Context: an optimization exercise on an open-source flow, tuned for small area and a short achievable clock period. The choices shown serve that exercise and are no tape-out recipe.
At most, simulation tests tie the RTL to the original design; equivalence was not proved.
Power and IR drop assume default switching activity.

Design FloatingPointMultiplierSingle, start of the top module:
module FloatingPointMultiplierSingle (clk,reset,en,inputA,inputB,result, OF);
input clk,reset,en;
input [31:0] inputA, inputB;
output reg [31:0] result;
output OF;
wire [31:0] A = inputA;
wire [31:0] B = inputB;
wire [23:0] ma = {1'b1, A[22:0]};
wire [23:0] mb = {1'b1, B[22:0]};
wire [25:0] mbx = {2'b00, mb};
wire [24:0] max1 = {1'b0, ma};       
wire [24:0] max2 = {ma, 1'b0};       
wire one0 = mb[0] ^ 1'b0;
wire two0 = (mbx[1] & ~mb[0] & ~1'b0) | (~mbx[1] & mb[0] & 1'b0);
wire neg0 = mbx[1] & ~(mb[0] & 1'b0);
wire pp1 = ((one0 & max1[0]) | (two0 & max2[0])) ^ neg0;
wire pp2 = ((one0 & max1[1]) | (two0 & max2[1])) ^ neg0;
wire pp3 = ((one0 & max1[2]) | (two0 & max2[2])) ^ neg0;
wire pp4 = ((one0 & max1[3]) | (two0 & max2[3])) ^ neg0;
wire pp5 = ((one0 & max1[4]) | (two0 & max2[4])) ^ neg0;
wire pp6 = ((one0 & max1[5]) | (two0 & max2[5])) ^ neg0;
wire pp7 = ((one0 & max1[6]) | (two0 & max2[6])) ^ neg0;
wire pp8 = ((one0 & max1[7]) | (two0 & max2[7])) ^ neg0;
wire pp9 = ((one0 & max1[8]) | (two0 & max2[8])) ^ neg0;
wire pp10 = ((one0 & max1[9]) | (two0 & max2[9])) ^ neg0;
wire pp11 = ((one0 & max1[10]) | (two0 & max2[10])) ^ neg0;
wire pp12 = ((one0 & max1[11]) | (two0 & max2[11])) ^ neg0;
wire pp13 = ((one0 & max1[12]) | (two0 & max2[12])) ^ neg0;
wire pp14 = ((one0 & max1[13]) | (two0 & max2[13])) ^ neg0;
wire pp15 = ((one0 & max1[14]) | (two0 & max2[14])) ^ neg0;
wire pp16 = ((one0 & max1[15]) | (two0 & max2[15])) ^ neg0;
wire pp17 = ((one0 & max1[16]) | (two0 & max2[16])) ^ neg0;
wire pp18 = ((one0 & max1[17]) | (two0 & max2[17])) ^ neg0;
wire pp19 = ((one0 & max1[18]) | (two0 & max2[18])) ^ neg0;
wire pp20 = ((one0 & max1[19]) | (two0 & max2[19])) ^ neg0;
wire pp21 = ((one0 & max1[20]) | (two0 & max2[20])) ^ neg0;
wire pp22 = ((one0 & max1[21]) | (two0 & max2[21])) ^ neg0;
wire pp23 = ((one0 & max1[22]) | (two0 & max2[22])) ^ neg0;
wire pp24 = ((one0 & max1[23]) | (two0 & max2[23])) ^ neg0;
wire pp25 = ((one0 & max1[24]) | (two0 & max2[24])) ^ neg0;
wire one1 = mb[2] ^ mb[1];
wire two1 = (mbx[3] & ~mb[2] & ~mb[1]) | (~mbx[3] & mb[2] & mb[1]);
wire neg1 = mbx[3] & ~(mb[2] & mb[1]);
  ...
export LEC_CHECK = 0
export CAP_MARGIN = 20
export CORE_MARGIN = 2
export CORE_UTILIZATION = 45
export SETUP_SLACK_MARGIN = 4
export SLEW_MARGIN = 20
export TNS_END_PERCENT = 100
create_clock -name core_clock -period 11.0 [get_ports {clk}]
standard.sh (not shown) runs the stock make flow with config.mk's settings and CLKGATE_MAP_FILE= SYNTH_SCRIPT=/design/flow/synth_recipe.tcl, a recipe that flattens the netlist after the stock synthesis.
==> flow/flow/run.sh <==
#!/bin/bash
# Standard ORFS layout with two changes: Yosys's generic ABC pass before
# full-adder extraction is skipped (SYNTH_ARGS=-noabc), so the hand-written
# adder tree maps to full-adder cells without extra inverters; and the port
# buffers are buf_4 cells instead of the default delay-buffer choice.
# Registers are unchanged. ORFS writes each tool's log under orfs/logs.
set -euo pipefail
bash standard.sh SYNTH_ARGS=-noabc "BUFFER_PORTS_ARGS=-buffer_cell sky130_fd_sc_hd__buf_4" finish > standard.log 2>&1
==> next run, changes <==
==> flow/flow/run.sh (replaced) <==
#!/bin/bash
# Standard ORFS layout, except that Yosys's generic ABC pass before full-adder
# extraction is skipped (SYNTH_ARGS=-noabc), so the hand-written adder tree is
# mapped to full-adder cells without extra inverters. Registers are unchanged.
set -euo pipefail
bash standard.sh SYNTH_ARGS=-noabc finish > standard.log 2>&1
The new run produced a clean layout.
Power drops slightly.
Via count drops slightly.
First-iteration DRC count came out lower by a few percent.
Utilization grows by 0.88 points.
Routed wire length barely changes.
Worst setup slack gets worse by 240 ps.
Final area increases slightly.
Die area is unchanged.
Hold slack degrades by 5.1 ps.
Synthesized area stays the same.
Sequential power barely changes.
No run of this note included a check of the RTL's function; only the layout flow was run.


FloatingPointMultiplierSingle, a different RTL version from the one above (not shown whole).
Size in the first run: about 120 flip-flops.
export LEC_CHECK = 0
export CAP_MARGIN = 20
export CORE_MARGIN = 2
export CORE_UTILIZATION = 45
export CTS_BUF_LIST = sky130_fd_sc_hd__clkbuf_8 sky130_fd_sc_hd__clkbuf_16
export CTS_CLUSTER_DIAMETER = 150
export CTS_CLUSTER_SIZE = 30
export SETUP_SLACK_MARGIN = 5
export SLEW_MARGIN = 20
export TNS_END_PERCENT = 100
create_clock -name core_clock -period 11.0 [get_ports {clk}]
==> flow/flow/run.sh <==
#!/bin/bash
# Standard ORFS layout with two changes: Yosys's generic ABC pass before
# full-adder extraction is skipped (SYNTH_ARGS=-noabc), so the hand-written
# adder tree maps to full-adder cells without extra inverters; and the port
# buffers are buf_2 cells instead of the default delay-buffer choice.
# Registers are unchanged. ORFS writes each tool's log under orfs/logs.
set -euo pipefail
bash standard.sh SYNTH_ARGS=-noabc "BUFFER_PORTS_ARGS=-buffer_cell sky130_fd_sc_hd__buf_2" finish > standard.log 2>&1
Then changed:
CTS_BUF_LIST = sky130_fd_sc_hd__clkbuf_4 sky130_fd_sc_hd__clkbuf_8   (was sky130_fd_sc_hd__clkbuf_8 sky130_fd_sc_hd__clkbuf_16)
CTS_CLUSTER_DIAMETER = default   (was 150)
CTS_CLUSTER_SIZE = default   (was 30)
What happened: The new run finished clean; non-clock buffer count came out higher by 2; core utilization came out lower by 0.23 points; wire length barely changes; register-to-register slack gets better by 0.05 ns; cell area came out lower by 0.47%; setup slack gets better by 0.14 ns; global-route usage came out lower by 0.11 points.

separate check: timing with driven ports:
No port has a modelled driver above. Below, the same layouts with a new extraction and two added sets of constraints. Step 1 sets driving cells, clkbuf_16 on the clock port and buf_2 on the other inputs (assumed; they add their load-dependent delay and slew). Step 2 times the ports against the registers' clock, not the clock port: input delays grow and output delays shrink by t, the midpoint of the rising clock arrivals with the driver on. Slacks: ideal ports / drivers / drivers and shift; pairs: ideal ports / drivers.
run | shift t [ns] | setup slack, ns | hold slack, ns | worst setup path after step 2
the first run of note 1 | 0.417 | 4.302 / 4.331 / 3.914 | 0.468 / 0.468 / 0.468 | input to register
the second run of note 1 | 0.415 | 4.060 / 4.084 / 3.668 | 0.463 / 0.463 / 0.463 | input to register
the first run of note 2 | 0.476 | 4.979 / 5.003 / 4.527 | 0.452 / 0.452 / 0.452 | input to register
the second run of note 2 | 0.506 | 5.120 / 5.136 / 4.630 | 0.458 / 0.458 / 0.458 | input to register
After both steps every run listed still meets setup and hold. The setup slack of the second run of note 2, which loses most, moves by +0.016 ns with the drivers and by -0.490 ns with both steps.
